Background: an optimization exercise with open tools, aiming at small area and a short achievable clock period. Do not read the settings as production practice. RTL that was checked went through simulation tests only; none was proved equivalent to the original. The RTL of runs 1 and 6 was laid out without a check of its function. Power is estimated from default activity; no workload was simulated.

==> design/flow/design.v <==
module ALU(
    output [15:0] s,
    input [15:0] a,
    input [15:0] b,
    input inv,
    input cin,
    input ar,
    input la
    );
wire [15:0] bx = b ^ {16{inv}};
wire [15:0] p = a ^ bx;
wire [15:0] g = a & bx;
wire [15:0] g1, p1, g2, p2, g3, p3, g4;
genvar i;
generate for (i = 0; i < 16; i = i + 1) begin : pf
  if (i == 0) begin
    assign g1[i] = g[0] | p[0] & cin; assign p1[i] = 1'b0;
  end else if (i == 1) begin
    assign g1[i] = g[1] | p[1] & g1[0]; assign p1[i] = 1'b0;
  end else if (i % 2 == 1) begin
    assign g1[i] = g[i] | p[i] & g[i-1]; assign p1[i] = p[i] & p[i-1];
  end else begin
    assign g1[i] = g[i]; assign p1[i] = p[i];
  end
  if (i % 4 >= 2) begin
    assign g2[i] = g1[i] | p1[i] & g1[(i/4)*4+1]; assign p2[i] = p1[i] & p1[(i/4)*4+1];
  end else begin
    assign g2[i] = g1[i]; assign p2[i] = p1[i];
  end
  if (i % 8 >= 4) begin
    assign g3[i] = g2[i] | p2[i] & g2[(i/8)*8+3]; assign p3[i] = p2[i] & p2[(i/8)*8+3];
  end else begin
    assign g3[i] = g2[i]; assign p3[i] = p2[i];
  end
  if (i >= 8) begin
    assign g4[i] = g3[i] | p3[i] & g3[7];
  end else begin
    assign g4[i] = g3[i];
  end
end endgenerate
wire [15:0] c = {g4[14:0], cin};   
assign s = la ? g : p ^ (c & {16{ar}});
endmodule
module regmux8(
    output [15:0] q,
    input [7:0] sel,
    input [15:0] r0, r1, r2, r3, r4, r5, r6, r7
    );
assign q =
  {16{sel[0]}} & r0 | {16{sel[1]}} & r1 | {16{sel[2]}} & r2 | {16{sel[3]}} & r3 |
  {16{sel[4]}} & r4 | {16{sel[5]}} & r5 | {16{sel[6]}} & r6 | {16{sel[7]}} & r7;
endmodule
module dbgmux(
    output [15:0] q,
    input [3:0] s,
    input [15:0] r0, r1, r2, r3, r4, r5, r6, r7, ir
    );
wire [8:0] h;
dbgdec dec_(h, s);
dbgsel sel_(q, h, r0, r1, r2, r3, r4, r5, r6, r7, ir);
endmodule
module dbgdec(
    output [8:0] h,
    input [3:0] s
    );
assign h[0] = s == 4'd0;
assign h[1] = s == 4'd1;
assign h[2] = s == 4'd2;
assign h[3] = s == 4'd3;
assign h[4] = s == 4'd4;
assign h[5] = s == 4'd5;
assign h[6] = s == 4'd6;
assign h[7] = s == 4'd7;
assign h[8] = s == 4'd8;
endmodule
module dbgsel(
    output [15:0] q,
    input [8:0] h,
    input [15:0] r0, r1, r2, r3, r4, r5, r6, r7, ir
    );
assign q =
  {16{h[0]}} & r0 | {16{h[1]}} & r1 | {16{h[2]}} & r2 | {16{h[3]}} & r3 |
  {16{h[4]}} & r4 | {16{h[5]}} & r5 | {16{h[6]}} & r6 | {16{h[7]}} & r7 |
  {16{h[8]}} & ir;
endmodule
module arm16_core(
    input clk,
    input rst,
    output [15:0] mem_addr,
    input [15:0] mem_rdata,
    input [3:0] dbg_sel,
    output [15:0] dbg,
    output exec
    );
reg ex;
reg [15:0] ir;
reg [15:0] r0, r1, r2, r3, r4, r5, r6, r7;
assign exec = ex;
assign mem_addr = r7;
wire i_b = ir[15:13] == 3'b110;
wire i_alui = ir[15:14] == 2'b10;
wire i_a7 = i_b | (ir[15:11] == 5'b11100 & ir[7:4] == 4'b1111);
wire [2:0] i_op = i_alui ? ir[13:11] : i_b ? 3'd4 : ir[6:4];
wire i_anone = i_op == 3'd0 | i_op == 3'd2;   
wire i_breg = ir[15:13] == 3'b111 & ir[12:11] != 2'b00;
wire [7:0] asel = ~ex | i_a7 & ~i_anone ? 8'h80 : i_anone ? 8'h00 : 8'h01 << ir[10:8];
wire [7:0] bsel = ex & i_breg ? 8'h01 << ir[2:0] : 8'h00;
wire bk_lo = ex & (ir[15:14] != 2'b11 | i_b | ir[15:11] == 5'b11100);
wire bk_mid = ex & (ir[15:14] != 2'b11 | i_b);
wire bk_hi = ex & i_b;
wire inv = ex & (i_op == 3'd2 | i_op == 3'd6 | i_op == 3'd7);
wire cin = ex & i_op == 3'd6;
wire ar = ~ex | i_op[2];
wire la = ex & i_op == 3'd1;
wire [15:0] a, rb;
regmux8 amux_(a, asel, r0, r1, r2, r3, r4, r5, r6, r7);
regmux8 bmux_(rb, bsel, r0, r1, r2, r3, r4, r5, r6, r7);
wire [15:0] imm = {{7{bk_hi & ir[8]}}, bk_hi & ir[8], {4{bk_mid}} & ir[7:4], {4{bk_lo}} & ir[3:0]};
wire [15:0] b = rb | imm | {14'd0, ~ex, 1'b0};
wire [15:0] y;
ALU alu_(y, a, b, inv, cin, ar, la);
wire [15:0] wd = rst ? 16'h0 : y;
wire [2:0] dst = i_alui ? ir[10:8] : 3'd7;
wire we = ex & ~rst;
always @(posedge clk) begin
  ex <= ~rst & ~ex;
  if (rst | ~ex) ir <= rst ? 16'h0 : mem_rdata;
  if (rst | we & dst == 3'd0) r0 <= wd;
  if (rst | we & dst == 3'd1) r1 <= wd;
  if (rst | we & dst == 3'd2) r2 <= wd;
  if (rst | we & dst == 3'd3) r3 <= wd;
  if (rst | we & dst == 3'd4) r4 <= wd;
  if (rst | we & dst == 3'd5) r5 <= wd;
  if (rst | we & dst == 3'd6) r6 <= wd;
  if (rst | ~ex | we & dst == 3'd7) r7 <= wd;
end
dbgmux dbg_(dbg, dbg_sel, r0, r1, r2, r3, r4, r5, r6, r7, ir);
endmodule
==> design/flow/run.sh <==
#!/bin/bash
# synth_recipe.tcl (not shown) runs the flow's synth.tcl, then flattens the netlist and writes it again
# the make line also repeats each setting of config.mk as NAME=value (left out here)
make -C /OpenROAD-flow-scripts/flow DESIGN_CONFIG=/design/flow/config.mk WORK_HOME=/design/flow/orfs CLKGATE_MAP_FILE= SYNTH_SCRIPT=/design/flow/synth_recipe.tcl finish
==> design/flow/config.mk <==
export PLATFORM = sky130hd
export DESIGN_NAME = arm16_core
export DESIGN_NICKNAME = arm16_core
export VERILOG_FILES = /design/flow/design.v
export SDC_FILE = /design/flow/constraint.sdc
export NUM_CORES = 4
export LEC_CHECK = 0
export CAP_MARGIN = 20
export CORE_MARGIN = 2
export CORE_UTILIZATION = 40
export CTS_BUF_LIST = sky130_fd_sc_hd__clkbuf_4 sky130_fd_sc_hd__clkbuf_8
export SETUP_SLACK_MARGIN = 4
export SLEW_MARGIN = 20
export SYNTH_HIERARCHICAL = 1
==> design/flow/constraint.sdc <==
create_clock -name core_clock -period 8.5 [get_ports {clk}]
set_input_delay 1.7000 -clock core_clock [delete_from_list [all_inputs] [get_ports {clk}]]
set_output_delay 1.7000 -clock core_clock [all_outputs]
set_load 0.01 [all_outputs]
==> metrics.md, run 1 <==
| Metric | Value |
|---|---|
| Finished Cell Area | `~11000 um2` |
| Synth Warn # | `7` |
| Internal | `0.00146 W` |
| Die X | `151 um` |
| Port Buffers | `54` |
| R2R depth | `15` |
| VDD IR-drop max | `about 110 uV` |
| Slew @ Worst Pin | `1.08 ns` |
| Critical path fanouts, max | `10` |
| Critical-path cell list | `buf_12, and4b_4, buf_12, a22o_1, a221oi_2, nand3_1, buf_2` |
| Worst skew pair latency | `about 0.47 ns` |
| Final count of hold timing violations | `0` |
| Root Driver | `clkbuf_8` |
| Filler Cell Count | `between 1500 and 2000` |
| Critical path type | `in -> out` |
| Clock Skews | `0.0117 ns` |
| Post-Syn Area per Cell | `12.1 um2` |
| Global-route wire length before repair | `47500 um` |
| Top_reg_cell synth | `edfxtp_1` |
| CP delay by family, top | `compound AO/OA/AOI/OAI gates` |
| Most frequent cells in the layout | `144 x edfxtp_1, 133 x a22oi_1, 80 x buf_4, 35 x nand4_1, 34 x clkdlybuf4s50_1` |
| Final wirelength | `33800 um` |
| Final core occ | `52.5%` |
| Async set or reset register ratio after synthesis | `0%` |
| Reg2Reg Setup Slack | `4.04 ns` |
| Reg2reg start | `ir[12]` |
| Post-synthesis sequential area ratio | `50.6%` |
| Grt ovf | `0` |
| Initial Utilization | `40.8%` |
| Ant diodes | `0` |
| CTS hold repair buffers | `0` |
| Worst path bufs/invs | `3` |
| Commonest non-fill, non-tap cell in the layout | `edfxtp_1` |
| Clk pwr share | `28.8%` |
| Die area | `22700 um2` |
| Clock tree buffer depth | `2` |
| Switching part of the total | `31.1%` |
| Worst Setup Start Kind | `input pin` |
| Post-Route Setup TNS | `0 ns` |
| Vias in the first global route | `approximately 7700` |
| RSZ-0062 raised after global routing | `true` |
| 1st-iter DRT viols | `1870` |
| Static Leak | `between 4 and 5 nW` |
| Critical path depth in cells | `7` |
| Comb power frac | `21.5%` |
| Max-slew violation count | `0` |
| DR DRC count | `0` |
| Antenna violations before repair | `0` |
| Largest stage delay on the critical path | `0.29 ns` |
| Count of cell types in the netlist | `65` |
| # nets final | `881` |
| First-pass iteration count of the detailed router | `8` |
| Slowest cell on the critical path | `a221oi_2` |
| # IOs | `55` |
| Sequential power share | `between 40% and 50%` |
| Clk sink count | `between 100 and 150` |
| Area of the mapped netlist | `between 8000 and 9000 um2` |
| Fin crit share | `55.2%` |
| Worst slew margin | `approximately 28%` |
| CP Launch Point | `dbg_sel[0]` |
| Net Count, Synth | `747` |
| Max-cap violation count | `0` |
| GRT Overall Usage | `29.2%` |
| Final setup viols | `0` |
| Hold Crit Class | `reg -> reg` |
| Sw power | `0.000658 W` |
| Worst-path clk slew | `0.09 ns` |
| Area growth from synthesis to layout | `28.5%` |
| Placer congestion estimate | `0.907` |
| Core Box Area | `21000 um2` |
| #FFs+latches synth | `145` |
| DIE HEIGHT | `151 um` |
| Minimum clock period after layout | `4.69 ns` |
| Layout cells sized above 1 | `31.1%` |
| FMAX | `between 200 and 250 MHz` |
| RR Endpoint | `r7[14]` |
| CTS tree | `done` |
| Nature of the critical path endpoint | `output port` |
| Outcome | `timing/DRC/antenna clean` |
| Largest net degree at the start of global routing | `44` |
| Post-synth EDFFs | `approximately 140` |
| Setup crit end | `dbg[6]` |
| Average vias per placed instance | `7.06` |
| Placed cell area | `9240 um2` |
| Crit path top cell by count | `buf_12` |
| Routed wire per std cell | `slightly below 30 um` |
| PwrDens | `192 nW/um2` |
| DP HPWL | `18100 um` |
| Crit path DAT | `2.99 ns` |
| Crit path required time | `6.80 ns` |
| Num CTS Buffers | `17` |
| Antenna Nets Post-Route | `0` |
| H-tree Lvls | `4` |
| Post-Syn Instances | `709` |
| Vias | `around 8000` |
| Rows | `53` |
==> power groups by stage <==
stage                     Clock (W)  Sequential [W]  Combinational, W
after global routing       0.000640         0.00106          0.000479
after detailed placement          0         0.00106          0.000370
final                      0.000610         0.00105          0.000455
after global placement            0         0.00105          0.000363
after CTS                  0.000609         0.00104          0.000404
after floorplan                   0         0.00102          0.000223
==> cells in the mapped netlist (all sizes together), types with 2 or more instances <==
master / number / share of area [%]
nor4b: 5 / 0.58
inv: 5 / 0.22
a22oi: 146 / 13
nand2b: 15 / 1.1
edfxtp: 144 / 50
a221oi: 18 / 2.6
nor2: 20 / 0.87
nand3: 22 / 1.3
o21ai: 21 / 1.3
a22o: 18 / 1.9
o21bai: 2 / 0.17
xnor2: 10 / 1.0
a31oi: 2 / 0.15
and4bb: 3 / 0.44
ha: 16 / 2.3
buf: 44 / 5.4
nand3b: 2 / 0.32
nand4: 35 / 2.5
clkbuf: 16 / 0.70
a21oi: 12 / 0.74
a31o: 4 / 0.41
o22ai: 3 / 0.22
a222oi: 16 / 1.9
nor2b: 36 / 2.6
xor2: 21 / 2.1
a21o: 8 / 0.70
a221o: 2 / 0.25
nor3: 9 / 0.66
nand2: 29 / 1.3
nor4: 5 / 0.58
==> layout make-up <==
type | instances | area, um2 | area share, %
clock buffer | 17 | 234 | 2.12
clock inverter | 15 | 206 | 1.87
inverter | 5 | 18.8 | 0.170
multi-input combinational | 499 | 4150 | 37.6
sequential | 145 | 4350 | 39.4
tap | 275 | 344 | 3.12
timing repair buffer | 175 | 1740 | 15.7
==> repair_timing <==
action	4_1_cts	5_1_grt
pin swaps	47	34
gates cloned	4	3
setup buffers	69	22
endpoints found under the setup margin	128	115
resized for setup	152	56
==> how the worst min path moves through the flow <==
stage,startpoint,endpoint,cells past startpoint
5_1_grt,ex,ex,1
3_5_place_dp,ex,ex,1
6_report,ex,ex,1
3_3_place_gp,ex,ex,1
2_1_floorplan,ex,ex,2
4_1_cts,ex,ex,1
==> cell families after synthesis <==
logic type      after synthesis  share of synthesized area (%)
buf+inv                      65                           6.29
flops                       145                           50.6
simple gates                188                           13.0
xor+xnor                     31                           3.16
fa+ha+maj                    16                           2.33
compound gates              264                           24.7
==> state kept, by name, indices dropped and copies added, names as in the netlist <==
register / flops
ex: 1
ir: 16
r0: 16
r1: 16
r2: 16
r3: 16
r4: 16
r5: 16
r6: 16
r7: 16
==> per-module statistics from Yosys, one instance, submodules excluded, a selection <==
module / flip-flops and latches / cells inside
ALU: 0 / 136
arm16_core: 145 / 279
dbgdec: 0 / 9
regmux8: 0 / 96
dbgsel: 0 / 93
==> worst register-to-register path, stage by stage, from the launching register on <==
cell	delay [ns]
edfxtp_1	0.45
buf_4	0.17
or4_4	0.56
nand3b_4	0.20
nor4_2	0.06
clkbuf_8	0.22
a22oi_1	0.21
nand4_1	0.23
ha_4	0.33
and4_4	0.21
a221o_1	0.39
a221oi_4	0.42
o21ai_2	0.15
xnor2_1	0.14
o21ai_0	0.14
nor2b_2	0.37
==> layer usage <==
layer  wire [um]  track usage (%)  vias up
li1            -                -     3201
met3        5130             9.27      188
met2       14800             43.5      772
met5           0                0        -
met4        1960             16.7        0
met1       11800             37.3     3826
==> stage by stage <==
stage,cells,power [W],hold WS [ns],setup WS (ns)
global placement,1001,0.00142,0.631,2.47
floorplan,709,0.00125,0.655,4.07
finish,1131,0.00212,0.534,3.81
global route,1131,0.00218,0.576,3.76
detailed placement,1001,0.00143,0.639,2.30
CTS,1106,0.00205,0.553,3.87
==> run 2: changes to the inputs <==
--- a/design/flow/design.v
+++ b/design/flow/design.v
@@ -41,14 +41,52 @@
 wire [15:0] c = {g4[14:0], cin};   
 assign s = la ? g : p ^ (c & {16{ar}});
 endmodule
+module c_aoi222(output y, input a1, a2, b1, b2, c1, c2);
+assign y = ~(a1 & a2 | b1 & b2 | c1 & c2);
+endmodule
+module c_aoi22(output y, input a1, a2, b1, b2);
+assign y = ~(a1 & a2 | b1 & b2);
+endmodule
+module c_nand3(output y, input a, b, c);
+assign y = ~(a & b & c);
+endmodule
+module c_nand4(output y, input a, b, c, d);
+assign y = ~(a & b & c & d);
+endmodule
 module regmux8(
     output [15:0] q,
     input [7:0] sel,
     input [15:0] r0, r1, r2, r3, r4, r5, r6, r7
     );
-assign q =
-  {16{sel[0]}} & r0 | {16{sel[1]}} & r1 | {16{sel[2]}} & r2 | {16{sel[3]}} & r3 |
-  {16{sel[4]}} & r4 | {16{sel[5]}} & r5 | {16{sel[6]}} & r6 | {16{sel[7]}} & r7;
+wire [15:0] t0, t1, t2;
+genvar i;
+generate for (i = 0; i < 16; i = i + 1) begin : sl
+  c_aoi222 u0(t0[i], sel[0], r0[i], sel[1], r1[i], sel[2], r2[i]);
+  c_aoi222 u1(t1[i], sel[3], r3[i], sel[4], r4[i], sel[5], r5[i]);
+  c_aoi22 u2(t2[i], sel[6], r6[i], sel[7], r7[i]);
+  c_nand3 u3(q[i], t0[i], t1[i], t2[i]);
+end endgenerate
+endmodule
+module bmux(
+    output [15:0] q,
+    input [7:0] sel,
+    input [15:0] r0, r1, r2, r3, r4, r5, r6, r7,
+    input [15:0] k,
+    input [15:0] x,
+    input two_n
+    );
+wire [15:0] t0, t1, t2;
+genvar i;
+generate for (i = 0; i < 16; i = i + 1) begin : sl
+  c_aoi222 u0(t0[i], sel[0], r0[i], sel[1], r1[i], sel[2], r2[i]);
+  c_aoi222 u1(t1[i], sel[3], r3[i], sel[4], r4[i], sel[5], r5[i]);
+  c_aoi222 u2(t2[i], sel[6], r6[i], sel[7], r7[i], k[i], x[i]);
+  if (i == 1) begin : two
+    c_nand4 u3(q[i], t0[i], t1[i], t2[i], two_n);
+  end else begin : one
+    c_nand3 u3(q[i], t0[i], t1[i], t2[i]);
+  end
+end endgenerate
 endmodule
 module dbgmux(
     output [15:0] q,
@@ -57,7 +95,14 @@
     );
 wire [8:0] h;
 dbgdec dec_(h, s);
-dbgsel sel_(q, h, r0, r1, r2, r3, r4, r5, r6, r7, ir);
+wire [15:0] t0, t1, t2;
+genvar i;
+generate for (i = 0; i < 16; i = i + 1) begin : sl
+  c_aoi222 u0(t0[i], h[0], r0[i], h[1], r1[i], h[2], r2[i]);
+  c_aoi222 u1(t1[i], h[3], r3[i], h[4], r4[i], h[5], r5[i]);
+  c_aoi222 u2(t2[i], h[6], r6[i], h[7], r7[i], h[8], ir[i]);
+  c_nand3 u3(q[i], t0[i], t1[i], t2[i]);
+end endgenerate
 endmodule
 module dbgdec(
     output [8:0] h,
@@ -72,16 +117,6 @@
 assign h[6] = s == 4'd6;
 assign h[7] = s == 4'd7;
 assign h[8] = s == 4'd8;
-endmodule
-module dbgsel(
-    output [15:0] q,
-    input [8:0] h,
-    input [15:0] r0, r1, r2, r3, r4, r5, r6, r7, ir
-    );
-assign q =
-  {16{h[0]}} & r0 | {16{h[1]}} & r1 | {16{h[2]}} & r2 | {16{h[3]}} & r3 |
-  {16{h[4]}} & r4 | {16{h[5]}} & r5 | {16{h[6]}} & r6 | {16{h[7]}} & r7 |
-  {16{h[8]}} & ir;
 endmodule
 module arm16_core(
     input clk,
@@ -112,11 +147,11 @@
 wire cin = ex & i_op == 3'd6;
 wire ar = ~ex | i_op[2];
 wire la = ex & i_op == 3'd1;
-wire [15:0] a, rb;
+wire [15:0] a;
 regmux8 amux_(a, asel, r0, r1, r2, r3, r4, r5, r6, r7);
-regmux8 bmux_(rb, bsel, r0, r1, r2, r3, r4, r5, r6, r7);
-wire [15:0] imm = {{7{bk_hi & ir[8]}}, bk_hi & ir[8], {4{bk_mid}} & ir[7:4], {4{bk_lo}} & ir[3:0]};
-wire [15:0] b = rb | imm | {14'd0, ~ex, 1'b0};
+wire [15:0] b;
+bmux bmux_(b, bsel, r0, r1, r2, r3, r4, r5, r6, r7,
+  {{8{bk_hi}}, {4{bk_mid}}, {4{bk_lo}}}, {{8{ir[8]}}, ir[7:0]}, ex);
 wire [15:0] y;
 ALU alu_(y, a, b, inv, cin, ar, la);
 wire [15:0] wd = rst ? 16'h0 : y;
--- a/design/flow/config.mk
+++ b/design/flow/config.mk
@@ -8,7 +8,7 @@
 export CAP_MARGIN = 20
 export CORE_MARGIN = 2
 export CORE_UTILIZATION = 40
-export CTS_BUF_LIST = sky130_fd_sc_hd__clkbuf_4 sky130_fd_sc_hd__clkbuf_8
-export SETUP_SLACK_MARGIN = 4
+export CTS_BUF_LIST = sky130_fd_sc_hd__clkbuf_8
+export SETUP_SLACK_MARGIN = 4.3
 export SLEW_MARGIN = 20
 export SYNTH_HIERARCHICAL = 1
==> run 2 against run 1 <==
  * Still clean
  * Clock skew grew 0.0072 ns
  * Wire length shrank 5.7%
  * Register-to-register slack lost 0.07 ns
  * Via count shrank 4.7%
  * Synthesized cell count shrank 17%
  * Area after synthesis shrank 8.5%
  * Count of clock-buffer cells in the layout is the same
  * First-iteration DRC count shrank 0.37%
  * Hold slack gained 0.049 ns
  * Final cell count shrank 5.0%
  * Combinational power grew 6.2%
  * Total power shrank 3.2%
  * Critical path type unchanged
  * Critical endpoint is now dbg[8]
  * Largest cell class unchanged
  * Highest routed layer unchanged
==> metrics.md, run 2 <==
| Metric | Value |
|---|---|
| Die area | `20800 um2 (was 22700 um2)` |
| Static Leak | `4.10 nW (was 4.07 nW)` |
| # IOs | `55 (unchanged)` |
| Yosys top cell area share | `55.0% (was 50.4%)` |
| Top_reg_cell synth | `edfxtp_1 (unchanged)` |
| Filler Cell Count | `1561 (was 1738)` |
| Routed wire per std cell | `29.6 um (was 29.8 um)` |
| H-tree Lvls | `4 (unchanged)` |
| Commonest cells in the netlist | `144 x edfxtp_1, 128 x a222oi_1, 50 x nand3_1 (was 144 x edfxtp_1, 140 x a22oi_1, 36 x nor2b_1)` |
| GRT Overall Usage | `30.9% (was 29.2%)` |
| Average vias per placed instance | `7.08 (was 7.06)` |
| DIE HEIGHT | `144 um (was 151 um)` |
| Internal | `0.00141 W (was 0.00146 W)` |
| Final count of hold timing violations | `0 (unchanged)` |
| Min Hold Slack | `0.583 ns (was 0.534 ns)` |
| Critical path type | `in -> out (unchanged)` |
| Clock Skews | `0.0189 ns (was 0.0117 ns)` |
| Area growth from synthesis to layout | `39.5% (was 28.5%)` |
| VDD IR-drop max | `119 uV (was 109 uV)` |
| Comb power frac | `23.5% (was 21.5%)` |
| Synth area leaders | `edfxtp_1 55%, a222oi_1 16%, nand3_1 3.2% (was edfxtp_1 50%, a22oi_1 12%, buf_6 4.5%)` |
| Num CTS Buffers | `17 (unchanged)` |
| Ant diodes | `0 (unchanged)` |
| Most frequent cells in the layout | `144 x edfxtp_1, 128 x a222oi_1, 101 x buf_4, 50 x nand3_1, 34 x clkdlybuf4s50_1 (was 144 x edfxtp_1, 133 x a22oi_1, 80 x buf_4, 35 x nand4_1, 34 x clkdlybuf4s50_1)` |
| Crit path required time | `6.80 ns (about the same)` |
| Grt ovf | `0 (unchanged)` |
| FMAX | `215 MHz (was 213 MHz)` |
| Final core occ | `56.5% (was 52.5%)` |
| DR DRC count | `0 (unchanged)` |
| Slowest cell on the critical path | `a222oi_1 (was a221oi_2)` |
| Clock tree buffer depth | `2 (unchanged)` |
| Sequential power share | `50.5% (was 49.7%)` |
| Worst Setup Start Kind | `input pin (unchanged)` |
| Post-Syn Area per Cell | `13.3 um2 (was 12.1 um2)` |
| Critical path fanouts, max | `6 (was 10)` |
| Core Box Area | `19400 um2 (was 21000 um2)` |
| 1st-iter DRT viols | `1863 (was 1870)` |
| Root Driver | `clkbuf_8 (unchanged)` |
| Sw power | `0.000638 W (was 0.000658 W)` |
| Post-synth EDFFs | `144 (unchanged)` |
| Worst skew pair latency | `0.47 ns (about the same)` |
| Vias in the first global route | `7620 (was 7707)` |
| Clk sink count | `145 (unchanged)` |
| Antenna violations before repair | `0 (unchanged)` |
| #FFs+latches synth | `145 (unchanged)` |
| Async set or reset register ratio after synthesis | `0% (unchanged)` |
| Rows | `51 (was 53)` |
| Switching part of the total | `31.1% (about the same)` |
| Layout cells sized above 1 | `35.3% (was 31.1%)` |
| Minimum clock period after layout | `4.66 ns (was 4.69 ns)` |
| Antenna Nets Post-Route | `0 (unchanged)` |
| Max-cap violation count | `0 (unchanged)` |
| PwrDens | `187 nW/um2 (was 192 nW/um2)` |
| Largest net degree at the start of global routing | `37 (was 44)` |
| Worst path bufs/invs | `4 (was 3)` |
| Vias | `7612 (was 7987)` |
| CP delay by family, top | `buffers and inverters (was compound AO/OA/AOI/OAI gates)` |
| Placer congestion estimate | `0.907 (about the same)` |
| Max-slew violation count | `0 (unchanged)` |
| Synth Warn # | `7 (unchanged)` |
| Final wirelength | `31800 um (was 33800 um)` |
| Final setup viols | `0 (unchanged)` |
| Nature of the critical path endpoint | `output port (unchanged)` |
| Outcome | `timing/DRC/antenna clean (unchanged)` |
| Count of cell types in the netlist | `63 (was 65)` |
| Area of the mapped netlist | `7860 um2 (was 8590 um2)` |
| Critical-path cell list | `buf_12, nor4b_4, buf_6, buf_12, a222oi_1, nand3_1, buf_2 (was buf_12, and4b_4, buf_12, a22o_1, a221oi_2, nand3_1, buf_2)` |
| Net Count, Synth | `629 (was 747)` |
| Post-Route Setup TNS | `0 ns (unchanged)` |
| Crit path DAT | `2.96 ns (was 2.99 ns)` |
| Leading area contributor after synthesis | `edfxtp_1 (unchanged)` |
| Commonest non-fill, non-tap cell in the layout | `edfxtp_1 (unchanged)` |
| DP HPWL | `16700 um (was 18100 um)` |
| Initial Utilization | `40.5% (was 40.8%)` |
| PnR worst setup slack | `3.84 ns (was 3.81 ns)` |
| RSZ-0062 raised after global routing | `true (unchanged)` |
| Global-route wire length before repair | `45900 um (was 47500 um)` |
| Worst-path clk slew | `0.09 ns (about the same)` |
| Port Buffers | `54 (unchanged)` |
| Slew @ Worst Pin | `1.09 ns (was 1.08 ns)` |
| CTS tree | `done (unchanged)` |
| Dpl ws | `2.65 ns (was 2.30 ns)` |
| Largest stage delay on the critical path | `0.42 ns (was 0.29 ns)` |
| Crit path top cell by count | `buf_12 (unchanged)` |
| Post-Syn Instances | `591 (was 709)` |
| Die X | `144 um (was 151 um)` |
| Post-synthesis sequential area ratio | `55.3% (was 50.6%)` |
| Fin crit share | `54.8% (was 55.2%)` |
| Worst slew margin | `27.0% (was 27.8%)` |
| Power after layout | `0.00205 W (was 0.00212 W)` |
| Most frequent cell after synthesis | `edfxtp_1 (unchanged)` |
| # nets final | `835 (was 881)` |
| First-pass iteration count of the detailed router | `16 (was 8)` |
| Clk pwr share | `26.0% (was 28.8%)` |
| Hold Crit Class | `reg -> reg (unchanged)` |
==> run 2: area by class of cell <==
cell class              count  area (um2)  share of cell area, %
flip-flops and latches    145        4350                   39.7
inverters                   6        22.5                  0.206
well taps                 265         332                   3.03
multi-input cells         428        3950                   36.0
repair buffers            199        1930                   17.6
clock buffers              17         234                   2.14
clock inverters            15         145                   1.32
==> run 2: power groups by stage <==
stage                     Clock, W  Sequential [W]  Combinational [W]
after floorplan                  0         0.00102           0.000228
after global placement           0         0.00104           0.000365
after detailed placement         0         0.00105           0.000375
after CTS                 0.000535         0.00103           0.000450
after global routing      0.000569         0.00104           0.000509
final                     0.000532         0.00103           0.000483
==> run 2: path summary, 6_finish.rpt <==
path | endpoint | cells past startpoint | slack (ns) | from
max | dbg[8] | 7 | 3.84 | dbg_sel[3]
min | ex | 1 | 0.58 | ex
max reg2reg | r1[12] | 15 | 3.97 | ir[14]
min reg2reg | ex | 1 | 0.58 | ex
==> run 2: routing by layer <==
metal | track usage [%] | vias up | wire length (um) | part of all wire (%)
met1 | 39.0 | 3631 | 11300 | 36
met5 | 0 | - | 0 | 0
met4 | 17.1 | 0 | 2050 | 6.4
met3 | 10.0 | 180 | 4600 | 14
li1 | - | 3124 | - | -
met2 | 47.0 | 677 | 13800 | 43
==> run 2: logic make-up (layout without fill, tap and decap cells) <==
family	after synthesis	in the layout	synth area share, %
muxes	1	1	0.143
xor gates and xnor gates	30	30	3.34
adders and majority gates	16	16	2.55
AOI/OAI and AO/OA	206	206	24.8
buffers and inverters	21	237	1.42
DFF	145	145	55.3
and+or+nand+nor	172	175	12.4
==> run 2: repair_timing <==
action,in CTS,in global routing
gates resized for setup,184,19
gates cloned,11,1
hold endpoints to repair,0,0
hold buffers,0,0
buffers inserted,110,3
setup endpoints to repair,144,120
pin swaps,84,32
==> run 2: metrics by stage <==
| stage | instance area (um2) | std cells |
|---|---|---|
| floorplan | 8040 | 591 |
| global placement | 9040 | 917 |
| detailed placement | 9060 | 918 |
| CTS | 10800 | 1071 |
| global route | 11000 | 1075 |
| finish | 11000 | 1075 |
==> run 2: per-module statistics from Yosys, one instance, submodules excluded, excerpt <==
module,copies in the design,flops+latches,area [um2]
dbgdec,1,0,90.1
ALU,1,0,1000
c_aoi22,16,0,12.5
c_nand4,1,0,6.26
c_nand3,47,0,5.00
c_aoi222,128,0,10.0
arm16_core,1,145,5040
==> run 3: changes to the inputs <==
==> design/flow/flow/run.sh (new file) <==
#!/bin/bash
# Own layout flow: the standard flow (standard synthesis, ORFS steps), with
#  - port buffers of the smallest buffer cell (every port still gets one),
#  - CTS without dummy clock loads.
# Each ORFS step writes its own log under orfs/logs/; make's output goes to make_finish.log.
set -euo pipefail
cd "$(dirname "$0")/.."
export BUFFER_PORTS_ARGS="-buffer_cell sky130_fd_sc_hd__buf_1"
export CTS_ARGS="-sink_clustering_enable -repair_clock_nets -buf_list sky130_fd_sc_hd__clkbuf_8 -dont_use_dummy_load"
bash standard.sh finish > make_finish.log 2>&1
==> design/flow/standard.sh (new file) <==
#!/bin/bash
# synth_recipe.tcl (not shown) runs the flow's synth.tcl, then flattens the netlist and writes it again
# the make line also repeats each setting of config.mk as NAME=value (left out here)
make -C /OpenROAD-flow-scripts/flow DESIGN_CONFIG=/design/flow/config.mk WORK_HOME=/design/flow/orfs CLKGATE_MAP_FILE= SYNTH_SCRIPT=/design/flow/synth_recipe.tcl "${@:-finish}"
removed: design/flow/run.sh
==> run 3 against run 2 <==
  * Global-route usage fell by 1.3 points
  * First-iteration DRC count fell by 1.6%
  * Non-clock buffer count is 43 lower
  * Hold slack worse by 0.040 ns
  * Sequential share of layout area rose by 2.8 points
  * Critical endpoint is now dbg[6]
  * Largest cell class unchanged
==> metrics.md, run 3 <==
| Metric | Value |
|---|---|
| Outcome | `timing/DRC/antenna clean (unchanged)` |
| Area growth from synthesis to layout | `30.3% (was 39.5%)` |
| Final core occ | `52.8% (was 56.5%)` |
| Filler Cell Count | `1664 (was 1561)` |
| Core Box Area | `19400 um2 (unchanged)` |
| # IOs | `55 (unchanged)` |
| Vias in the first global route | `7460 (was 7620)` |
| Layout cells sized above 1 | `31.5% (was 35.3%)` |
| Post-Syn Area per Cell | `13.3 um2 (unchanged)` |
| Placer congestion estimate | `0.921 (was 0.907)` |
| Final wirelength | `30400 um (was 31800 um)` |
| Worst Setup Start Kind | `input pin (unchanged)` |
| Worst-path clk slew | `0.06 ns (was 0.09 ns)` |
| Dpl ws | `2.96 ns (was 2.65 ns)` |
| Post-Syn Instances | `591 (unchanged)` |
| Antenna Nets Post-Route | `0 (unchanged)` |
| Ant diodes | `0 (unchanged)` |
| Area of the mapped netlist | `7860 um2 (unchanged)` |
| Crit path required time | `6.80 ns (about the same)` |
| Post-synth EDFFs | `144 (unchanged)` |
| Average vias per placed instance | `7.26 (was 7.08)` |
| Crit path DAT | `2.86 ns (was 2.96 ns)` |
| PwrDens | `184 nW/um2 (was 187 nW/um2)` |
| VDD IR-drop max | `114 uV (was 119 uV)` |
| Most frequent cells in the layout | `144 x edfxtp_1, 128 x a222oi_1, 73 x buf_4, 50 x nand3_1, 33 x buf_1 (was 144 x edfxtp_1, 128 x a222oi_1, 101 x buf_4, 50 x nand3_1, 34 x clkdlybuf4s50_1)` |
| 1st-iter DRT viols | `1834 (was 1863)` |
| Die X | `144 um (unchanged)` |
| Synth area leaders | `edfxtp_1 55%, a222oi_1 16%, nand3_1 3.2% (unchanged)` |
| DR DRC count | `0 (unchanged)` |
| Minimum clock period after layout | `4.56 ns (was 4.66 ns)` |
| Top_reg_cell synth | `edfxtp_1 (unchanged)` |
| RSZ-0062 raised after global routing | `true (unchanged)` |
| # nets final | `793 (was 835)` |
| Clock Skews | `0.0220 ns (was 0.0189 ns)` |
| Final count of hold timing violations | `0 (unchanged)` |
| Max-slew violation count | `0 (unchanged)` |
| FMAX | `219 MHz (was 215 MHz)` |
| Commonest non-fill, non-tap cell in the layout | `edfxtp_1 (unchanged)` |
| Port Buffers | `54 (unchanged)` |
| Clk sink count | `145 (unchanged)` |
| Count of cell types in the netlist | `63 (unchanged)` |
| Vias | `7386 (was 7612)` |
| First-pass iteration count of the detailed router | `12 (was 16)` |
| Static Leak | `3.70 nW (was 4.10 nW)` |
| Net Count, Synth | `629 (unchanged)` |
| Worst slew margin | `18.4% (was 27.0%)` |
| DP Cell Count | `917 (was 918)` |
| Grt ovf | `0 (unchanged)` |
| Most frequent cell after synthesis | `edfxtp_1 (unchanged)` |
| Root Driver | `clkbuf_8 (unchanged)` |
| CTS tree | `done (unchanged)` |
| Slew @ Worst Pin | `1.22 ns (was 1.09 ns)` |
| PnR worst setup slack | `3.94 ns (was 3.84 ns)` |
| Min Hold Slack | `0.543 ns (was 0.583 ns)` |
| Final setup viols | `0 (unchanged)` |
| Async set or reset register ratio after synthesis | `0% (unchanged)` |
| DP HPWL | `17100 um (was 16700 um)` |
| Leading area contributor after synthesis | `edfxtp_1 (unchanged)` |
| Post-synthesis sequential area ratio | `55.3% (unchanged)` |
| Commonest cells in the netlist | `144 x edfxtp_1, 128 x a222oi_1, 50 x nand3_1 (unchanged)` |
| Synth Warn # | `7 (unchanged)` |
| Critical path fanouts, max | `8 (was 6)` |
| Num CTS Buffers | `17 (unchanged)` |
| GRT Overall Usage | `29.5% (was 30.9%)` |
| Max-cap violation count | `0 (unchanged)` |
| Yosys top cell area share | `55.0% (unchanged)` |
| Post-Route Setup TNS | `0 ns (unchanged)` |
| Initial Utilization | `40.5% (unchanged)` |
| Global-route wire length before repair | `44400 um (was 45900 um)` |
| H-tree Lvls | `4 (unchanged)` |
| Post-route insts no fill | `1018 (was 1075)` |
| Largest net degree at the start of global routing | `37 (unchanged)` |
| Critical path type | `in -> out (unchanged)` |
| Clock tree buffer depth | `2 (unchanged)` |
| Routed wire per std cell | `29.9 um (was 29.6 um)` |
| Rows | `51 (unchanged)` |
| Hold Crit Class | `reg -> reg (unchanged)` |
| #FFs+latches synth | `145 (unchanged)` |
| DIE HEIGHT | `144 um (unchanged)` |
| Worst skew pair latency | `0.47 ns (about the same)` |
| Nature of the critical path endpoint | `output port (unchanged)` |
| Die area | `20800 um2 (unchanged)` |
| Fin crit share | `53.7% (was 54.8%)` |
| Antenna violations before repair | `0 (unchanged)` |
[run 3: cell counts after synthesis]
No cell type changed its count.
[run 3: worst paths after layout]
check             startpoint     end  slack [ns]  cells past startpoint
hold / removal            ex      ex        0.54                      1
setup / recovery  dbg_sel[0]  dbg[6]        3.94                      5
hold reg to reg           ex      ex        0.54                      1
setup reg to reg      ir[14]  r0[12]        4.04                     17
[run 3: kinds of logic after synthesis]
kind of cell / after synthesis / synth area share [%]
buf+inv: 21 / 1.42
compound gates: 206 / 24.8
mux: 1 / 0.143
flops: 145 / 55.3
xor+xnor: 30 / 3.34
fa+ha+maj: 16 / 2.55
simple gates: 172 / 12.4
[run 3: timing repair]
item	in CTS	in global routing
setup buffers	65	8
hold buffers	0	0
endpoints found under the hold margin	0	0
endpoints found under the setup margin	144	120
gates cloned	11	0
pin swaps	79	12
gates resized for setup	104	13
[run 3: per-module statistics from Yosys (local to each module, per instance), excerpt]
| module | area, um2 | times used | cells |
|---|---|---|---|
| c_aoi22 | 12.5 | 16 | 1 |
| dbgdec | 90.1 | 1 | 9 |
| c_aoi222 | 10.0 | 128 | 1 |
| c_nand4 | 6.26 | 1 | 1 |
| arm16_core | 5040 | 1 | 254 |
| c_nand3 | 5.00 | 47 | 1 |
| ALU | 1000 | 1 | 136 |
[run 3: cell type report]
| class | count | area [um2] | share of cell area, % |
|---|---|---|---|
| multi-input cells | 429 | 3990 | 39.0 |
| well taps | 265 | 332 | 3.24 |
| clock buffers | 17 | 234 | 2.28 |
| repair buffers | 156 | 1310 | 12.8 |
| inverters | 6 | 22.5 | 0.220 |
| flip-flops and latches | 145 | 4350 | 42.4 |
[run 3: through the flow]
step           area [um2]  total power [W]
2_1_floorplan        8040          0.00124
3_3_place_gp         8690          0.00136
3_5_place_dp         8740          0.00138
4_1_cts             10100          0.00186
5_1_grt             10200          0.00196
6_report            10200          0.00189
[run 3: routing by layer]
metal | part of all wire [%] | GRT usage [%]
met2 | 45 | 45.9
met1 | 36 | 37.4
met3 | 14 | 7.72
met5 | 0 | 0
met4 | 5.0 | 17.2
[run 3: report_power, final]
group	total (W)	switching (W)	leakage [nW]	internal, W
combinational	0.000445	0.000248	2.05	0.000196
clock	0.000407	0.000232	0.122	0.000176
sequential	0.00104	0.000106	1.53	0.000930
[run 3: critical path, stage by stage]
cell      delay (ns)
buf_12          0.11
and4bb_4        0.30
a222oi_1        0.44
nand3_1         0.15
buf_2           0.16
==> run 4: changes to the inputs <==
--- a/design/flow/config.mk
+++ b/design/flow/config.mk
@@ -9,6 +9,6 @@
 export CORE_MARGIN = 2
 export CORE_UTILIZATION = 40
 export CTS_BUF_LIST = sky130_fd_sc_hd__clkbuf_8
-export SETUP_SLACK_MARGIN = 4.3
+export SETUP_SLACK_MARGIN = 3.0
 export SLEW_MARGIN = 20
 export SYNTH_HIERARCHICAL = 1
==> run 4 against run 3 <==
  * Still clean on timing, DRC and antenna
  * First-iteration DRC count down 11%
  * Die area unchanged
  * Synthesized cell count unchanged
  * Fmax shrank 14%
  * Count of clock-buffer cells in the layout did not move
  * Core utilization is 6.8 points lower
  * Global-route usage is 1.8 points lower
  * Worst setup slack worse by 0.72 ns
  * Register-to-register slack lost 0.82 ns
  * Non-clock buffer count decreased by 71
  * Sequential share of layout area up 6.3 points
  * Critical path type is now reg -> reg
  * Highest routed layer unchanged
==> metrics.md, run 4 <==
| Metric | Value |
|---|---|
| Yosys top cell area share | `55.0% (unchanged)` |
| Root Driver | `clkbuf_8 (unchanged)` |
| Count of cell types in the netlist | `63 (unchanged)` |
| Clock tree buffer depth | `2 (unchanged)` |
| Final wirelength | `28600 um (was 30400 um)` |
| Crit path top cell by count | `a221o_1` |
| Vias | `6894 (was 7386)` |
| Max-slew violation count | `0 (unchanged)` |
| Internal | `0.00123 W (was 0.00130 W)` |
| Final count of hold timing violations | `0 (unchanged)` |
| Core Box Area | `19400 um2 (unchanged)` |
| Static Leak | `3.08 nW (was 3.70 nW)` |
| Slowest cell on the critical path | `edfxtp_1 (was a222oi_1)` |
| Placed cell area | `8680 um2 (was 8740 um2)` |
| Post-route insts no fill | `943 (was 1018)` |
| Async set or reset register ratio after synthesis | `0% (unchanged)` |
| Worst hold start | `ex (unchanged)` |
| Antenna Nets Post-Route | `0 (unchanged)` |
| CTS hold repair buffers | `0 (unchanged)` |
| 1st-iter DRT viols | `1635 (was 1834)` |
| Post-synth EDFFs | `144 (unchanged)` |
| Post-synthesis sequential area ratio | `55.3% (unchanged)` |
| Clk pwr share | `22.9% (was 21.6%)` |
| Routed wire length on met2 | `12400 um (was 13700 um)` |
| Critical-path cell list | `nand4bb_1, o211ai_2, nor4_2, buf_4, a222oi_1, nand3_1, ha_1, a21o_1, a221o_1, a221o_1, a32oi_2, nand4b_1, o211ai_1, nor2b_1 (was buf_12, and4bb_4, a222oi_1, nand3_1, buf_2)` |
| Grt ovf | `0 (unchanged)` |
| Average vias per placed instance | `7.31 (was 7.26)` |
| Synth Warn # | `7 (unchanged)` |
| Vias in the first global route | `6621 (was 7460)` |
| Filler Cell Count | `1748 (was 1664)` |
| PwrDens | `200 nW/um2 (was 184 nW/um2)` |
| Final setup viols | `0 (unchanged)` |
| CP delay by family, top | `compound AO/OA/AOI/OAI gates (was simple AND/OR/NAND/NOR gates)` |
| Synth area leaders | `edfxtp_1 55%, a222oi_1 16%, nand3_1 3.2% (unchanged)` |
| Hold Crit Class | `reg -> reg (unchanged)` |
| Largest net degree at the start of global routing | `37 (unchanged)` |
| FMAX | `189 MHz (was 219 MHz)` |
| Worst skew pair latency | `0.46 ns (was 0.47 ns)` |
| Fin crit share | `62.1% (was 53.7%)` |
| DR DRC count | `0 (unchanged)` |
| Layout cells sized above 1 | `15.8% (was 31.5%)` |
| Largest stage delay on the critical path | `0.77 ns (was 0.44 ns)` |
| # IOs | `55 (unchanged)` |
| Rows | `51 (unchanged)` |
| WL met3 | `4230 um (was 4120 um)` |
| Net Count, Synth | `629 (unchanged)` |
| Switching part of the total | `31.0% (about the same)` |
| Ant diodes | `0 (unchanged)` |
| Antenna violations before repair | `1 (was 0)` |
| Area of the mapped netlist | `7860 um2 (unchanged)` |
| M1 wire length | `11100 um (was 11000 um)` |
| Critical path fanouts, max | `16 (was 8)` |
| Comb power frac | `19.0% (was 23.6%)` |
| Placer congestion estimate | `0.901 (was 0.921)` |
| Commonest non-fill, non-tap cell in the layout | `edfxtp_1 (unchanged)` |
| Crit path required time | `8.68 ns (was 6.80 ns)` |
| Max-cap violation count | `0 (unchanged)` |
| H-tree Lvls | `4 (unchanged)` |
| Port Buffers | `54 (unchanged)` |
| Sequential power share | `58.1% (was 54.9%)` |
| Critical path type | `reg -> reg (was in -> out)` |
| Global-route wire length before repair | `41200 um (was 44400 um)` |
| Top Metal Used | `met4 (unchanged)` |
| CTS tree | `done (unchanged)` |
| Post CTS Setup Buffer Count | `0 (was 65)` |
| First-pass iteration count of the detailed router | `10 (was 12)` |
| Most frequent cell after synthesis | `edfxtp_1 (unchanged)` |
| #FFs+latches synth | `145 (unchanged)` |
| DP HPWL | `17300 um (was 17100 um)` |
| Area growth from synthesis to layout | `13.6% (was 30.3%)` |
| RSZ-0062 raised after global routing | `false (was true)` |
| Num CTS Buffers | `17 (unchanged)` |
| Sw power | `0.000553 W (was 0.000585 W)` |
| Post-Route Setup TNS | `0 ns (unchanged)` |
| VDD IR-drop max | `97.6 uV (was 114 uV)` |
| CP Launch Point | `ir[14] (was dbg_sel[0])` |
| Min Hold Slack | `0.629 ns (was 0.543 ns)` |
| Worst slew margin | `23.9% (was 18.4%)` |
| # nets final | `718 (was 793)` |
| Worst Setup Start Kind | `flop (was input pin)` |
| GRT Overall Usage | `27.7% (was 29.5%)` |
| Worst-path clk slew | `0.07 ns (was 0.06 ns)` |
| Outcome | `timing/DRC/antenna clean (unchanged)` |
| Die X | `144 um (unchanged)` |
| Post-Syn Instances | `591 (unchanged)` |
| Most frequent cells in the layout | `144 x edfxtp_1, 128 x a222oi_1, 53 x buf_1, 50 x nand3_1, 35 x nor2b_1 (was 144 x edfxtp_1, 128 x a222oi_1, 73 x buf_4, 50 x nand3_1, 33 x buf_1)` |
| Finished Cell Area | `8920 um2 (was 10200 um2)` |
| Die area | `20800 um2 (unchanged)` |
| Final core occ | `46.0% (was 52.8%)` |
| Worst path bufs/invs | `1 (was 2)` |
| Leading area contributor after synthesis | `edfxtp_1 (unchanged)` |
| Reg2reg start | `ir[14] (unchanged)` |
| Routed wire per std cell | `30.4 um (was 29.9 um)` |
| Post-Syn Area per Cell | `13.3 um2 (unchanged)` |
| DIE HEIGHT | `144 um (unchanged)` |
| Commonest cells in the netlist | `144 x edfxtp_1, 128 x a222oi_1, 50 x nand3_1 (unchanged)` |
| Clock Skews | `0.0173 ns (was 0.0220 ns)` |
| Nature of the critical path endpoint | `flop (was output port)` |
| Slew @ Worst Pin | `1.13 ns (was 1.22 ns)` |
| Clk sink count | `145 (unchanged)` |
| DP Cell Count | `926 (was 917)` |
| Crit path DAT | `5.46 ns (was 2.86 ns)` |
| Minimum clock period after layout | `5.28 ns (was 4.56 ns)` |
| Initial Utilization | `40.5% (unchanged)` |
| Top_reg_cell synth | `edfxtp_1 (unchanged)` |
-- run 4: cell types whose count changed in the layout (fill, tap and decap cells not counted), sizes merged --
cell    delta
and4bb     -3
and4b      -1
buf       -71
-- run 4: timing repair --
item	in CTS	in global routing
gates resized for setup	0	1
setup endpoints to repair	0	32
hold endpoints to repair	0	0
-- run 4: per-module statistics from Yosys (local to each module, per instance), excerpt --
module      cell area [um2]  copies in the design
ALU                    1000                     1
arm16_core             5040                     1
c_aoi22                12.5                    16
c_aoi222               10.0                   128
c_nand3                5.00                    47
c_nand4                6.26                     1
dbgdec                 90.1                     1
-- run 4: final timing paths --
kind,depth (start not counted),end,slack [ns]
max,14,r6[15],3.22
min,1,ex,0.63
max reg2reg,14,r6[15],3.22
min reg2reg,1,ex,0.63
-- run 4: final cells by class --
cell class              count  area (um2)  share of cell area (%)
clock buffers              17         234                    2.62
inverters                   6        22.5                   0.252
well taps                 265         332                    3.72
flip-flops and latches    145        4340                    48.7
repair buffers             85         437                    4.89
multi-input cells         425        3550                    39.8
-- run 4: layer usage --
metal,vias to the layer above,GRT usage [%]
met1,3325,37.9
met5,-,0
li1,2859,-
met4,0,11.3
met2,626,40.9
met3,84,8.68
-- run 4: kinds of logic after synthesis --
family | synth area share [%]
xor+xnor | 3.34
mux | 0.143
fa+ha+maj | 2.55
buf+inv | 1.42
simple gates | 12.4
flops | 55.3
compound gates | 24.8
-- run 4: stage by stage --
stage               setup WS [ns]  power [W]
finish                       3.22    0.00179
CTS                          3.23    0.00178
global placement             3.26    0.00136
global route                 3.03    0.00185
detailed placement           3.24    0.00138
floorplan                    3.30    0.00124
-- run 4: power by group through the flow --
stage	Combinational, W	Clock [W]	Sequential (W)
CTS	0.000333	0.000412	0.00103
finish	0.000340	0.000408	0.00104
detailed placement	0.000330	0	0.00105
global route	0.000363	0.000440	0.00105
floorplan	0.000221	0	0.00102
global placement	0.000325	0	0.00104
-- run 4: worst register-to-register path, delay by kind of cell (launching register included) --
kind / cells / cell delay (ns)
buffers and inverters: 1 / 0.27
AO/OA/AOI/OAI: 7 / 2.49
AND/OR/NAND/NOR: 5 / 1.11
adder cells (fa/ha/maj): 1 / 0.38
flip-flops: 1 / 0.77
==> run 5: changes to the inputs <==
--- a/design/flow/config.mk
+++ b/design/flow/config.mk
@@ -9,6 +9,6 @@
 export CORE_MARGIN = 2
 export CORE_UTILIZATION = 40
 export CTS_BUF_LIST = sky130_fd_sc_hd__clkbuf_8
-export SETUP_SLACK_MARGIN = 3.0
+export SETUP_SLACK_MARGIN = 3.6
 export SLEW_MARGIN = 20
 export SYNTH_HIERARCHICAL = 1
==> run 5 against run 4 <==
  * Area after synthesis unchanged
  * Critical path type is now in -> out
  * Final cell count increased by 2.9%
  * Clock skew increased by 0.012 ns
==> metrics.md, run 5 <==
| Metric | Value |
|---|---|
| DP HPWL | `17900 um (was 17300 um)` |
| Clock tree buffer depth | `2 (unchanged)` |
| Core Box Area | `19400 um2 (unchanged)` |
| Post-Syn Area per Cell | `13.3 um2 (unchanged)` |
| Static Leak | `3.27 nW (was 3.08 nW)` |
| Critical path type | `in -> out (was reg -> reg)` |
| Commonest non-fill, non-tap cell in the layout | `edfxtp_1 (unchanged)` |
| CTS tree | `done (unchanged)` |
| Initial Utilization | `40.5% (unchanged)` |
| Slew @ Worst Pin | `1.04 ns (was 1.13 ns)` |
| DIE HEIGHT | `144 um (unchanged)` |
| Final count of hold timing violations | `0 (unchanged)` |
| Worst-path clk slew | `0.07 ns (about the same)` |
| Post-Route Setup TNS | `0 ns (unchanged)` |
| Filler Cell Count | `1749 (was 1748)` |
| #FFs+latches synth | `145 (unchanged)` |
| Critical path fanouts, max | `16 (unchanged)` |
| Fin crit share | `57.8% (was 62.1%)` |
| Worst Setup Start Kind | `input pin (was flop)` |
| Crit path required time | `6.80 ns (was 8.68 ns)` |
| Most frequent cells in the layout | `144 x edfxtp_1, 128 x a222oi_1, 56 x buf_4, 50 x nand3_1, 49 x buf_1 (was 144 x edfxtp_1, 128 x a222oi_1, 53 x buf_1, 50 x nand3_1, 35 x nor2b_1)` |
| Worst slew margin | `30.4% (was 23.9%)` |
| Layout cells sized above 1 | `21.3% (was 15.8%)` |
| Port Buffers | `54 (unchanged)` |
| Rows | `51 (unchanged)` |
| Clk sink count | `145 (unchanged)` |
| Area of the mapped netlist | `7860 um2 (unchanged)` |
| Top_reg_cell synth | `edfxtp_1 (unchanged)` |
| RSZ-0062 raised after global routing | `false (unchanged)` |
| 1st-iter DRT viols | `1783 (was 1635)` |
| Adder-cell share of the synthesized area | `2.55% (unchanged)` |
| Vias | `6967 (was 6894)` |
| Routed wire per std cell | `29.4 um (was 30.4 um)` |
| Worst skew pair latency | `0.46 ns (about the same)` |
| Antenna Nets Post-Route | `0 (unchanged)` |
| Max-slew violation count | `0 (unchanged)` |
| Minimum clock period after layout | `4.91 ns (was 5.28 ns)` |
| GRT Overall Usage | `27.7% (about the same)` |
| Leading area contributor after synthesis | `edfxtp_1 (unchanged)` |
| Outcome | `timing/DRC/antenna clean (unchanged)` |
| Root Driver | `clkbuf_8 (unchanged)` |
| Num CTS Buffers | `17 (unchanged)` |
| # nets final | `745 (was 718)` |
| Post-synthesis sequential area ratio | `55.3% (unchanged)` |
| DP Cell Count | `930 (was 926)` |
| Largest net degree at the start of global routing | `37 (unchanged)` |
| Vias in the first global route | `6879 (was 6621)` |
| Crit path DAT | `3.21 ns (was 5.46 ns)` |
| Commonest cells in the netlist | `144 x edfxtp_1, 128 x a222oi_1, 50 x nand3_1 (unchanged)` |
| Grt ovf | `0 (unchanged)` |
| VDD IR-drop max | `92.7 uV (was 97.6 uV)` |
| Net Count, Synth | `629 (unchanged)` |
| Area growth from synthesis to layout | `17.9% (was 13.6%)` |
| Most frequent cell after synthesis | `edfxtp_1 (unchanged)` |
| Synth Warn # | `7 (unchanged)` |
| Ant diodes | `0 (unchanged)` |
| Hold Crit Class | `reg -> reg (unchanged)` |
| Post-Syn Instances | `591 (unchanged)` |
| PwrDens | `194 nW/um2 (was 200 nW/um2)` |
| DR DRC count | `0 (unchanged)` |
| Post-route insts no fill | `970 (was 943)` |
| First-pass iteration count of the detailed router | `13 (was 10)` |
| Post-synth EDFFs | `144 (unchanged)` |
| Die X | `144 um (unchanged)` |
| CTS hold repair buffers | `0 (unchanged)` |
| Async set or reset register ratio after synthesis | `0% (unchanged)` |
| FMAX | `204 MHz (was 189 MHz)` |
| Clock Skews | `0.0297 ns (was 0.0173 ns)` |
| Yosys top cell area share | `55.0% (unchanged)` |
| Simple-Gate Fraction of Synth Area | `12.4% (unchanged)` |
| Main combinational cell family by area after synthesis | `compound AO/OA/AOI/OAI gates (unchanged)` |
| XOR/XNOR Fraction of Synth Area | `3.34% (unchanged)` |
| Average vias per placed instance | `7.18 (was 7.31)` |
| Antenna violations before repair | `0 (was 1)` |
| Count of cell types in the netlist | `63 (unchanged)` |
| Compound-gate portion of the synthesized area | `24.8% (unchanged)` |
| Final wirelength | `28500 um (was 28600 um)` |
| # IOs | `55 (unchanged)` |
| Placer congestion estimate | `0.941 (was 0.901)` |
| Synth area leaders | `edfxtp_1 55%, a222oi_1 16%, nand3_1 3.2% (unchanged)` |
| Nature of the critical path endpoint | `output port (was flop)` |
| Global-route wire length before repair | `41500 um (was 41200 um)` |
| Die area | `20800 um2 (unchanged)` |
| Mux cell area share after synthesis | `0.143% (unchanged)` |
| H-tree Lvls | `4 (unchanged)` |
| Max-cap violation count | `0 (unchanged)` |
| Final setup viols | `0 (unchanged)` |
-- run 5: cell types whose count changed in the layout (fill, tap and decap cells not counted), sizes merged --
cell,previous run,this run
buf,84,111
-- run 5: layout make-up --
class                           count  area [um2]  area share, %
Sequential cell                   145        4350           46.9
Multi-Input combinational cell    425        3660           39.5
Timing Repair Buffer              112         664           7.17
Tap cell                          265         332           3.58
Clock buffer                       17         234           2.53
Inverter                            6        22.5          0.243
-- run 5: where the power goes --
part	internal, W	leakage, nW	switching, W
clock network	0.000176	0.122	0.000222
registers	0.000930	1.53	0.000104
logic	0.000143	1.63	0.000225
-- run 5: worst paths after layout --
kind                                  from  endpoint  slack, ns  depth (start not counted)
worst min register to register          ex        ex       0.54                          1
worst max register to register      ir[15]    r0[12]       3.77                         15
worst min-delay path                    ex        ex       0.54                          1
worst max-delay path            dbg_sel[3]   dbg[14]       3.59                          5
-- run 5: what timing repair did --
item                                    4_1_cts  5_1_grt
pin swaps                                     1        2
cloned                                        0        0
gates resized for setup                      16        9
buffers inserted                              3       20
endpoints found under the setup margin       96       90
-- run 5: cell families after synthesis --
| kind of cell | count (synthesis) |
|---|---|
| adder cells (fa/ha/maj) | 16 |
| XOR/XNOR | 30 |
| multiplexers | 1 |
| AO/OA/AOI/OAI | 206 |
| AND/OR/NAND/NOR | 172 |
| buffers and inverters | 21 |
| flip-flops | 145 |
-- run 5: worst max-delay path: stages --
cell and delay (ns):
buf_2 0.23, and4b_2 0.46, a222oi_1 0.51, nand3_1 0.14, buf_1 0.15
-- run 5: Yosys stat by module, one instance, submodules excluded, excerpt --
module      cells  copies in the design  flip-flops and latches  area [um2]
c_aoi22         1                    16                       0        12.5
c_aoi222        1                   128                       0        10.0
dbgdec          9                     1                       0        90.1
c_nand4         1                     1                       0        6.26
ALU           136                     1                       0        1000
arm16_core    254                     1                     145        5040
c_nand3         1                    47                       0        5.00
-- run 5: stage by stage --
stage	instance area [um2]	setup slack (ns)	power, W	util (%)	hold WS (ns)
global route	9260	3.59	0.00187	47.7	0.568
detailed placement	8760	3.19	0.00138	45.2	0.594
floorplan	7900	3.67	0.00124	-	0.600
CTS	9070	3.62	0.00178	46.7	0.631
finish	9260	3.59	0.00180	47.7	0.539
global placement	8740	3.28	0.00137	45.0	0.587
-- run 5: per-layer routing --
metal	global-route usage (%)	share of wire (%)
met1	36.7	38
met2	41.0	44
met3	8.08	14
met4	15.0	5.1
met5	0	0
==> run 6: changes to the inputs <==
--- a/design/flow/design.v
+++ b/design/flow/design.v
@@ -93,15 +93,18 @@
     input [3:0] s,
     input [15:0] r0, r1, r2, r3, r4, r5, r6, r7, ir
     );
-wire [8:0] h;
-dbgdec dec_(h, s);
-wire [15:0] t0, t1, t2;
+wire [8:0] hl, hh;
+dbgdec decl_(hl, s);
+dbgdec dech_(hh, s);
+wire [15:0] t0, t1, t2, t3;
 genvar i;
 generate for (i = 0; i < 16; i = i + 1) begin : sl
-  c_aoi222 u0(t0[i], h[0], r0[i], h[1], r1[i], h[2], r2[i]);
-  c_aoi222 u1(t1[i], h[3], r3[i], h[4], r4[i], h[5], r5[i]);
-  c_aoi222 u2(t2[i], h[6], r6[i], h[7], r7[i], h[8], ir[i]);
-  c_nand3 u3(q[i], t0[i], t1[i], t2[i]);
+  wire [8:0] h = i < 8 ? hl : hh;
+  c_aoi22 u0(t0[i], h[0], r0[i], h[1], r1[i]);
+  c_aoi22 u1(t1[i], h[2], r2[i], h[3], r3[i]);
+  c_aoi22 u2(t2[i], h[4], r4[i], h[5], r5[i]);
+  c_aoi222 u3(t3[i], h[6], r6[i], h[7], r7[i], h[8], ir[i]);
+  c_nand4 u4(q[i], t0[i], t1[i], t2[i], t3[i]);
 end endgenerate
 endmodule
 module dbgdec(
==> run 6 against run 5 <==
  * Critical path type unchanged
  * Worst setup slack gained 0.048 ns
  * Critical path depth unchanged
  * Still clean
  * Count of clock-buffer cells in the layout did not move
  * Sequential share of layout area is 2.2 points lower
  * Non-clock buffer count decreased by 4
==> metrics.md, run 6 <==
| Metric | Value |
|---|---|
| Crit path DAT | `3.16 ns (was 3.21 ns)` |
| #FFs+latches synth | `145 (unchanged)` |
| DP HPWL | `18300 um (was 17900 um)` |
| Worst Setup Start Kind | `input pin (unchanged)` |
| Min-Delay Endpoint | `ex (unchanged)` |
| Vias | `7139 (was 6967)` |
| Reg2Reg Setup Slack | `3.79 ns (was 3.77 ns)` |
| Post-synthesis sequential area ratio | `52.7% (was 55.3%)` |
| Count of cell types in the netlist | `63 (unchanged)` |
| Area of the mapped netlist | `8250 um2 (was 7860 um2)` |
| Synth area leaders | `edfxtp_1 52%, a222oi_1 12%, a22oi_2 9.9% (was edfxtp_1 55%, a222oi_1 16%, nand3_1 3.2%)` |
| PwrDens | `186 nW/um2 (was 194 nW/um2)` |
| R2R depth | `14 (was 15)` |
| Placer congestion estimate | `0.928 (was 0.941)` |
| Grt ovf | `0 (unchanged)` |
| Max-cap violation count | `0 (unchanged)` |
| Global-route wire length before repair | `42900 um (was 41500 um)` |
| Clk sink count | `145 (unchanged)` |
| Worst slew margin | `28.4% (was 30.4%)` |
| DIE HEIGHT | `148 um (was 144 um)` |
| Clock tree buffer depth | `2 (unchanged)` |
| Rows | `52 (was 51)` |
| VDD IR-drop max | `101 uV (was 92.7 uV)` |
| Post-Syn Instances | `616 (was 591)` |
| RR Endpoint | `r2[12] (was r0[12])` |
| Average vias per placed instance | `7.17 (was 7.18)` |
| Most frequent cells in the layout | `144 x edfxtp_1, 96 x a222oi_1, 65 x a22oi_2, 50 x buf_4, 50 x buf_1 (was 144 x edfxtp_1, 128 x a222oi_1, 56 x buf_4, 50 x nand3_1, 49 x buf_1)` |
| DR DRC count | `0 (unchanged)` |
| Async set or reset register ratio after synthesis | `0% (unchanged)` |
| Minimum clock period after layout | `4.86 ns (was 4.91 ns)` |
| Initial Utilization | `40.8% (was 40.5%)` |
| Core Box Area | `20200 um2 (was 19400 um2)` |
| RSZ-0062 raised after global routing | `false (unchanged)` |
| Final wirelength | `29200 um (was 28500 um)` |
| Clock Skews | `0.0208 ns (was 0.0297 ns)` |
| GRT Max-Usage Layer | `met2 (unchanged)` |
| Met3 Resource Use GR | `6.88% (was 8.08%)` |
| Routed wire per std cell | `29.3 um (was 29.4 um)` |
| GRT Overall Usage | `26.8% (was 27.7%)` |
| Commonest cells in the netlist | `144 x edfxtp_1, 96 x a222oi_1, 65 x a22oi_2 (was 144 x edfxtp_1, 128 x a222oi_1, 50 x nand3_1)` |
| Crit path required time | `6.80 ns (about the same)` |
| Critical path fanouts, max | `18 (was 16)` |
| Post-Route Setup TNS | `0 ns (unchanged)` |
| Largest net degree at the start of global routing | `37 (unchanged)` |
| Commonest non-fill, non-tap cell in the layout | `edfxtp_1 (unchanged)` |
| Worst skew pair latency | `0.45 ns (was 0.46 ns)` |
| Min Hold Slack | `0.550 ns (was 0.539 ns)` |
| Met1 global-route usage | `37.1% (was 36.7%)` |
| Max-slew violation count | `0 (unchanged)` |
| Static Leak | `3.27 nW (about the same)` |
| Most frequent cell after synthesis | `edfxtp_1 (unchanged)` |
| Reg2reg start | `ir[13] (was ir[15])` |
| Final count of hold timing violations | `0 (unchanged)` |
| Critical path type | `in -> out (unchanged)` |
| Hold Path Depth | `1 (unchanged)` |
| 1st-iter DRT viols | `1579 (was 1783)` |
| Nature of the critical path endpoint | `output port (unchanged)` |
| Antenna Nets Post-Route | `0 (unchanged)` |
| Fin crit share | `57.2% (was 57.8%)` |
| Ant diodes | `0 (unchanged)` |
| Port Buffers | `54 (unchanged)` |
| Layout cells sized above 1 | `27.8% (was 21.3%)` |
| Final setup viols | `0 (unchanged)` |
| Die X | `148 um (was 144 um)` |
| Top_reg_cell synth | `edfxtp_1 (unchanged)` |
| Post-synth EDFFs | `144 (unchanged)` |
| Net Count, Synth | `654 (was 629)` |
| Area growth from synthesis to layout | `17.7% (was 17.9%)` |
| Vias in the first global route | `6935 (was 6879)` |
| Post-Syn Area per Cell | `13.4 um2 (was 13.3 um2)` |
| First-pass iteration count of the detailed router | `10 (was 13)` |
| Outcome | `timing/DRC/antenna clean (unchanged)` |
| Synth Warn # | `7 (unchanged)` |
| Worst hold start | `ex (unchanged)` |
| Root Driver | `clkbuf_8 (unchanged)` |
| Leading area contributor after synthesis | `edfxtp_1 (unchanged)` |
| Met2 Use GR | `39.0% (was 41.0%)` |
| Antenna violations before repair | `0 (unchanged)` |
| Power after layout | `0.00181 W (was 0.00180 W)` |
| # IOs | `55 (unchanged)` |
| Slew @ Worst Pin | `1.07 ns (was 1.04 ns)` |
| FMAX | `206 MHz (was 204 MHz)` |
| CTS tree | `done (unchanged)` |
| Die area | `21800 um2 (was 20800 um2)` |
| Worst-path clk slew | `0.07 ns (about the same)` |
| Hold Crit Class | `reg -> reg (unchanged)` |
| H-tree Lvls | `4 (unchanged)` |
| Yosys top cell area share | `52.4% (was 55.0%)` |
| # nets final | `766 (was 745)` |
| Num CTS Buffers | `17 (unchanged)` |
## run 6: changes by cell type after synthesis, sizes merged, moves of 3 or more
| cell | previous run | this run |
|---|---|---|
| a222oi | 128 | 96 |
| a22oi | 17 | 65 |
| nand3 | 50 | 34 |
| nand4 | 3 | 19 |
| nor4b | 6 | 10 |
| and4bb | 3 | 6 |
## run 6: kinds of logic after synthesis
kind of cell	count (synthesis)	synth area share, %
fa+ha+maj	16	2.43
buf+inv	21	1.35
xor+xnor	30	3.19
simple gates	181	13.2
compound gates	222	27.0
mux	1	0.137
flops	145	52.7
## run 6: critical path, stage by stage
cell      delay (ns)
buf_4           0.21
and4bb_4        0.34
a222oi_1        0.53
nand4_1         0.20
buf_1           0.17
## run 6: power breakdown
group | internal, W | switching, W | total [W] | leakage (nW)
Sequential | 0.000930 | 0.000116 | 0.00105 | 1.53
Clock | 0.000176 | 0.000221 | 0.000397 | 0.122
Combinational | 0.000144 | 0.000223 | 0.000366 | 1.63
## run 6: how the worst max path moves through the flow
stage / start / endpoint / slack, ns
finish: dbg_sel[3] / dbg[14] / 3.64
global route: dbg_sel[3] / dbg[1] / 3.62
CTS: ex / r6[14] / 3.59
detailed placement: ir[14] / r4[14] / 3.13
global placement: dbg_sel[3] / dbg[14] / 3.24
floorplan: ir[14] / r0[15] / 3.67
## run 6: through the flow
step / instances / utilization, % / worst slack (ns) / instance area, um2
floorplan: 616 / - / 3.67 / 8300
global placement: 955 / 45.0 / 3.24 / 9110
detailed placement: 956 / 45.2 / 3.13 / 9140
CTS: 987 / 47.3 / 3.59 / 9560
global route: 996 / 48.0 / 3.62 / 9710
finish: 996 / 48.0 / 3.64 / 9710
## run 6: routing by layer
metal | share of wire (%) | wire length, um | up-vias
li1 | - | - | 2980
met1 | 40 | 11600 | 3476
met2 | 43 | 12600 | 575
met3 | 13 | 3760 | 108
met4 | 4.3 | 1260 | 0
met5 | 0 | 0 | -
## run 6: layout make-up
type | instances | area [um2]
multi-input combinational | 450 | 4070
fill | 1778 | 10500
clock buffer | 17 | 234
sequential | 145 | 4350
timing repair buffer | 108 | 693
tap | 270 | 338
inverter | 6 | 22.5
## run 6: repair_timing
item | 4_1_cts | 5_1_grt
buffers inserted | 14 | 9
setup endpoints to repair | 96 | 81
resized for setup | 20 | 11
hold buffers | 0 | 0
pin swaps | 3 | 4
## run 6: per-module statistics from Yosys (local to each module, per instance), a selection
module      flip-flops and latches  cell area [um2]  copies in the design
ALU                              0             1000                     1
c_nand3                          0             5.00                    31
arm16_core                     145             5040                     1
c_aoi222                         0             10.0                    96
dbgdec                           0             90.1                     2
c_nand4                          0             6.26                    17
c_aoi22                          0             12.5                    64

[static timing again, ports no longer ideal]
In the flow no input, the clock included, has a driving cell. The finished layouts below were timed again as built, in two steps. Step 1 sets driving cells, clkbuf_16 on the clock port and buf_2 on the other inputs (assumed; they add their load-dependent delay and slew). Step 2, shift: input delay + t, output delay - t, t = (earliest + latest rising clock arrival at the registers) / 2. This alone moves slack from input paths to output paths. Slacks: no drivers / after step 1 / after step 2; pairs: no drivers / after step 1.
run | t, ns | setup slack, ns | clock arrival spread, ns | slew at the worst register clock pin (ns) | worst slew at a driven data input, ns
run 1 | 0.508 | 3.810 / 3.714 / 3.714 | 0.012 / 0.011 | 0.09 / 0.09 | 0.14
run 2 | 0.502 | 3.841 / 3.718 / 3.718 | 0.019 / 0.019 | 0.09 / 0.09 | 0.16
run 3 | 0.497 | 3.939 / 3.788 / 3.788 | 0.022 / 0.022 | 0.08 / 0.08 | 0.16
run 4 | 0.487 | 3.222 / 3.222 / 3.222 | 0.017 / 0.018 | 0.08 / 0.08 | 0.03
run 5 | 0.483 | 3.591 / 3.560 / 3.560 | 0.029 / 0.029 | 0.09 / 0.09 | 0.03
run 6 | 0.481 | 3.639 / 3.606 / 3.606 | 0.021 / 0.021 | 0.08 / 0.08 | 0.03
After both steps setup and hold are still met in every run listed. The setup slack of run 3, which loses most, moves by -0.151 ns with the drivers and by -0.151 ns with both steps.
